From an optimization exercise on the open Yosys and OpenROAD flow, aimed at small area and a short achievable clock period; shortcuts taken in it are not production practice. Function was checked by simulation only, so behaviour that the tests miss may differ from the original. The clock port is modelled as an ideal driver, which makes a skipped or thinned clock tree look cheaper than it is; a real chip needs a root buffer or a tree. Power is estimated from default activity; no workload was simulated.

==> flow/design.v <==
module FIFO(
    input  wire clk,
    input  wire rstn,
    input  wire wr_en,
    input  wire rd_en,
    input  wire [7:0] data_in,
    output wire full,
    output wire empty,
    output wire [7:0] data_out
 );
    reg [7:0] mem [1:31];
    reg [4:0] tp;        
    reg [4:0] hp;        
    reg       ne_r;      
    reg       full_r;
    reg       one_r;     
    reg       le1_r;     
    reg [3:0] rlo_r;     
    reg [7:0] rhi_r;     
    reg [7:0] out_r;     
    wire empty_r = ~ne_r;
    wire w    = wr_en & ~full_r;
    wire r    = rd_en & ne_r;
    wire [4:0] tp1 = {tp[3:0], tp[4] ^ tp[2]};
    wire [4:0] hp1 = {hp[3:0], hp[4] ^ hp[2]};
    wire two  = (tp == hp1);                      
    wire n31  = (tp1 == hp);                      
    wire       one = one_r;
    wire       hp_inc, le1_nx, one_nx;
    fifo_ctl u_ctl (.wr(wr_en), .rd(rd_en), .e(empty_r), .f(full_r), .one(one),
                    .le1(le1_r), .le1_rd(one | two), .two(two),
                    .hp_inc(hp_inc), .le1_nx(le1_nx), .one_nx(one_nx));
    wire [4:0] hp_nx  = hp_inc ? hp1 : hp;
    wire [3:0] rlo_nx = {4{~le1_nx}} & (hp_inc ? (4'd1 << hp1[1:0]) : (4'd1 << hp[1:0]));
    wire [7:0] rhi_nx = hp_inc ? (8'd1 << hp1[4:2]) : (8'd1 << hp[4:2]);
    wire [31:0] wsel, rsel;
    wire [3:0] wlo_pre = {4{~full_r}} & (4'd1 << tp[1:0]);
    wire [7:0] whi     = 8'd1 << tp[4:2];
    wire [3:0] wlo;
    genvar k;
    generate for (k = 0; k < 4; k = k + 1) begin : wl
        fifo_and2 u (.a(wr_en), .b(wlo_pre[k]), .y(wlo[k]));
    end
    for (k = 1; k < 32; k = k + 1) begin : ws
        fifo_and2 u (.a(wlo[k % 4]), .b(whi[k / 4]), .y(wsel[k]));
    end endgenerate
    assign wsel[0] = 1'b0;
    fifo_and8x4 u_rdec (.lo(rlo_r), .hi(rhi_r), .y(rsel));
    wire [7:0] nhead;    
    wire       out_en = empty_r ? wr_en : rd_en;
    genvar b;
    generate for (b = 0; b < 8; b = b + 1) begin : bit_
        wire [30:0] d;
        for (k = 1; k < 32; k = k + 1) begin : sl
            assign d[k-1] = mem[k][b];
        end
        fifo_ao31 u_ao (.d(d), .s(rsel[31:1]), .din(data_in[b]), .sdin(le1_r),
                        .en(out_en), .q(out_r[b]), .y(nhead[b]));
    end endgenerate
    always @(posedge clk or negedge rstn) begin
        if (!rstn) begin
            tp     <= 5'd1;
            hp     <= 5'd1;
            ne_r   <= 1'b0;
            full_r <= 1'b0;
            le1_r  <= 1'b1;
            one_r  <= 1'b0;
            rlo_r  <= 4'd0;
        end else begin
            if (w) tp <= tp1;
            hp    <= hp_nx;
            le1_r <= le1_nx;
            one_r <= one_nx;
            rlo_r <= rlo_nx;
            if (w & ~r) begin
                ne_r   <= 1'b1;
                full_r <= n31;
            end else if (r & ~w) begin
                ne_r   <= ~one;
                full_r <= 1'b0;
            end
        end
    end
    always @(posedge clk) begin
        rhi_r <= rhi_nx;
        out_r <= nhead;
    end
    integer i;
    always @(posedge clk) begin
        for (i = 1; i < 32; i = i + 1)
            if (wsel[i]) mem[i] <= data_in;
    end
    assign data_out = out_r;
    assign empty    = empty_r;
    assign full     = full_r;
endmodule
module fifo_ctl(
    input  wire wr,
    input  wire rd,
    input  wire e,        
    input  wire f,        
    input  wire one,      
    input  wire le1,      
    input  wire le1_rd,   
    input  wire two,      
    output wire hp_inc,
    output wire le1_nx,
    output wire one_nx
);
    assign hp_inc = (wr & rd) | (wr & e) | (rd & ~e & ~one);
    wire wo = wr & ~rd & ~f;
    wire ro = rd & ~wr & ~e;
    assign le1_nx = wo ? e : ro ? le1_rd : le1;
    assign one_nx = wo ? e : ro ? two : (one | (wr & e));
endmodule
module fifo_and8x4(
    input  wire [3:0]  lo,
    input  wire [7:0]  hi,
    output wire [31:0] y
);
    genvar g;
    generate for (g = 0; g < 32; g = g + 1) begin : d
        assign y[g] = lo[g % 4] & hi[g / 4];
    end endgenerate
endmodule
module fifo_ao31(
    input  wire [30:0] d,
    input  wire [30:0] s,
    input  wire        din,
    input  wire        sdin,
    input  wire        en,
    input  wire        q,
    output wire        y
);
    wire [3:0] l2;
    wire [1:0] l3;
    wire       dn;
    fifo_ao8 u0 (.d(d[7:0]),   .s(s[7:0]),   .y(l2[0]));
    fifo_ao8 u1 (.d(d[15:8]),  .s(s[15:8]),  .y(l2[1]));
    fifo_ao8 u2 (.d(d[23:16]), .s(s[23:16]), .y(l2[2]));
    fifo_ao8 u3 (.d({1'b0, d[30:24]}), .s({1'b0, s[30:24]}), .y(l2[3]));
    fifo_nor2 o0 (.a(l2[0]), .b(l2[1]), .y(l3[0]));
    fifo_nor2 o1 (.a(l2[2]), .b(l2[3]), .y(l3[1]));
    fifo_nand2 n0 (.a(din), .b(sdin), .y(dn));
    fifo_hold h (.a(l3[0]), .b(l3[1]), .c(dn), .en(en), .q(q), .y(y));
endmodule
module fifo_hold(input wire a, b, c, en, q, output wire y);
    assign y = en ? ~(a & b & c) : q;
endmodule
module fifo_ao8(
    input  wire [7:0] d,
    input  wire [7:0] s,
    output wire       y
);
    assign y = |(d & s);
endmodule
module fifo_and2(input wire a, b, output wire y);
    assign y = a & b;
endmodule
module fifo_nor2(input wire a, b, output wire y);
    assign y = ~(a | b);
endmodule
module fifo_nand2(input wire a, b, output wire y);
    assign y = ~(a & b);
endmodule
Settings: LEC_CHECK=0, CAP_MARGIN=20, CORE_MARGIN=2, CORE_UTILIZATION=40, SETUP_SLACK_MARGIN=3.25, SLEW_MARGIN=20, SYNTH_HIERARCHICAL=1; clock period 5.0 ns.
standard.sh (not shown) runs the stock make flow with config.mk's settings and CLKGATE_MAP_FILE= SYNTH_SCRIPT=/design/flow/synth_recipe.tcl, a recipe that flattens the netlist after the stock synthesis.
==> flow/flow/run.sh <==
#!/bin/bash
# The standard layout, with the clock tree built by flow/cts_pre.tcl in
# place of TritonCTS. make's output goes to standard.log; each ORFS step
# keeps its own log under orfs/logs.
set -euo pipefail
export PRE_CTS_TCL="$PWD/flow/cts_pre.tcl"
bash standard.sh PRE_CTS_TCL="$PRE_CTS_TCL" finish > standard.log 2>&1
Other scripts of this flow, unchanged in this note and not shown: flow/flow/clock_tree.tcl, flow/flow/cts_pre.tcl
The baseline passed the timing, design-rule and antenna checks.
Then changed:
--- a/flow/design.v
+++ b/flow/design.v
@@ -32,33 +32,31 @@
                     .hp_inc(hp_inc), .le1_nx(le1_nx), .one_nx(one_nx));
     wire [4:0] hp_nx  = hp_inc ? hp1 : hp;
     wire [3:0] rlo_nx = {4{~le1_nx}} & (hp_inc ? (4'd1 << hp1[1:0]) : (4'd1 << hp[1:0]));
     wire [7:0] rhi_nx = hp_inc ? (8'd1 << hp1[4:2]) : (8'd1 << hp[4:2]);
     wire [31:0] wsel, rsel;
     wire [3:0] wlo_pre = {4{~full_r}} & (4'd1 << tp[1:0]);
-    wire [7:0] whi     = 8'd1 << tp[4:2];
-    wire [3:0] wlo;
+    wire [7:0] whi_n   = ~(8'd1 << tp[4:2]);
+    wire [3:0] wlo_n;
     genvar k;
     generate for (k = 0; k < 4; k = k + 1) begin : wl
-        fifo_and2 u (.a(wr_en), .b(wlo_pre[k]), .y(wlo[k]));
+        fifo_nand2 u (.a(wr_en), .b(wlo_pre[k]), .y(wlo_n[k]));
     end
     for (k = 1; k < 32; k = k + 1) begin : ws
-        fifo_and2 u (.a(wlo[k % 4]), .b(whi[k / 4]), .y(wsel[k]));
+        fifo_nor2 u (.a(wlo_n[k % 4]), .b(whi_n[k / 4]), .y(wsel[k]));
     end endgenerate
     assign wsel[0] = 1'b0;
     fifo_and8x4 u_rdec (.lo(rlo_r), .hi(rhi_r), .y(rsel));
-    wire [7:0] nhead;    
-    wire       out_en = empty_r ? wr_en : rd_en;
+    wire [7:0] nhead;
     genvar b;
     generate for (b = 0; b < 8; b = b + 1) begin : bit_
         wire [30:0] d;
         for (k = 1; k < 32; k = k + 1) begin : sl
             assign d[k-1] = mem[k][b];
         end
-        fifo_ao31 u_ao (.d(d), .s(rsel[31:1]), .din(data_in[b]), .sdin(le1_r),
-                        .en(out_en), .q(out_r[b]), .y(nhead[b]));
+        fifo_ao31 u_ao (.d(d), .s(rsel[31:1]), .din(data_in[b]), .sdin(le1_r), .y(nhead[b]));
     end endgenerate
     always @(posedge clk or negedge rstn) begin
         if (!rstn) begin
             tp     <= 5'd1;
             hp     <= 5'd1;
             ne_r   <= 1'b0;
@@ -80,13 +78,13 @@
                 full_r <= 1'b0;
             end
         end
     end
     always @(posedge clk) begin
         rhi_r <= rhi_nx;
-        out_r <= nhead;
+        if (empty_r ? wr_en : rd_en) out_r <= nhead;
     end
     integer i;
     always @(posedge clk) begin
         for (i = 1; i < 32; i = i + 1)
             if (wsel[i]) mem[i] <= data_in;
     end
@@ -125,41 +123,36 @@
 endmodule
 module fifo_ao31(
     input  wire [30:0] d,
     input  wire [30:0] s,
     input  wire        din,
     input  wire        sdin,
-    input  wire        en,
-    input  wire        q,
     output wire        y
 );
     wire [3:0] l2;
     wire [1:0] l3;
     wire       dn;
     fifo_ao8 u0 (.d(d[7:0]),   .s(s[7:0]),   .y(l2[0]));
     fifo_ao8 u1 (.d(d[15:8]),  .s(s[15:8]),  .y(l2[1]));
     fifo_ao8 u2 (.d(d[23:16]), .s(s[23:16]), .y(l2[2]));
     fifo_ao8 u3 (.d({1'b0, d[30:24]}), .s({1'b0, s[30:24]}), .y(l2[3]));
     fifo_nor2 o0 (.a(l2[0]), .b(l2[1]), .y(l3[0]));
     fifo_nor2 o1 (.a(l2[2]), .b(l2[3]), .y(l3[1]));
     fifo_nand2 n0 (.a(din), .b(sdin), .y(dn));
-    fifo_hold h (.a(l3[0]), .b(l3[1]), .c(dn), .en(en), .q(q), .y(y));
+    fifo_nand3 n1 (.a(l3[0]), .b(l3[1]), .c(dn), .y(y));
 endmodule
-module fifo_hold(input wire a, b, c, en, q, output wire y);
-    assign y = en ? ~(a & b & c) : q;
+module fifo_nand3(input wire a, b, c, output wire y);
+    assign y = ~(a & b & c);
 endmodule
 module fifo_ao8(
     input  wire [7:0] d,
     input  wire [7:0] s,
     output wire       y
 );
     assign y = |(d & s);
 endmodule
-module fifo_and2(input wire a, b, output wire y);
-    assign y = a & b;
-endmodule
 module fifo_nor2(input wire a, b, output wire y);
     assign y = ~(a | b);
 endmodule
 module fifo_nand2(input wire a, b, output wire y);
     assign y = ~(a & b);
 endmodule
After rerunning: Via count shrinks by 2.7%; utilization grows by 3.9 points; final area grows by 7.7%; first-iteration DRC count shrinks by 9.7%; wire length shrinks by 2.5%; sequential share of layout area shrinks by 4.4 points; cell count grows by 1.9%; setup slack loses 0.0099 ns; worst hold slack gains 0.074 ns; fmax shrinks by 0.52%; total power grows by 2.5%; sequential power shrinks by about 2%.
No run of this note takes its clock network from TritonCTS; it comes from the design's own scripts or RTL.

## static timing again, ports no longer ideal
How much do the figures lean on ideal ports? The routed layouts below were timed once more, with nothing changed but the port constraints. Step 1 assumes that a clkbuf_16 drives the clock port and a buf_2 every other input. Step 2 moves the port delays by t, midway between the first and last clock arrival at a register: inputs arrive t later, outputs are due t later. That takes back most of the time a late clock gives input paths. Slacks: ideal ports / drivers / drivers and shift; pairs: ideal ports / drivers.
run	t, ns	slack for setup (ns)	latest minus earliest clock arrival (ns)
the first run	0.400	3.104 / 3.000 / 2.912	0.024 / 0.023
the second run	0.400	3.095 / 2.993 / 2.843	0.022 / 0.022
After both steps setup and hold are still met in every run listed. The setup slack of the second run, which loses most, moves by -0.102 ns with the drivers and by -0.252 ns with both steps.
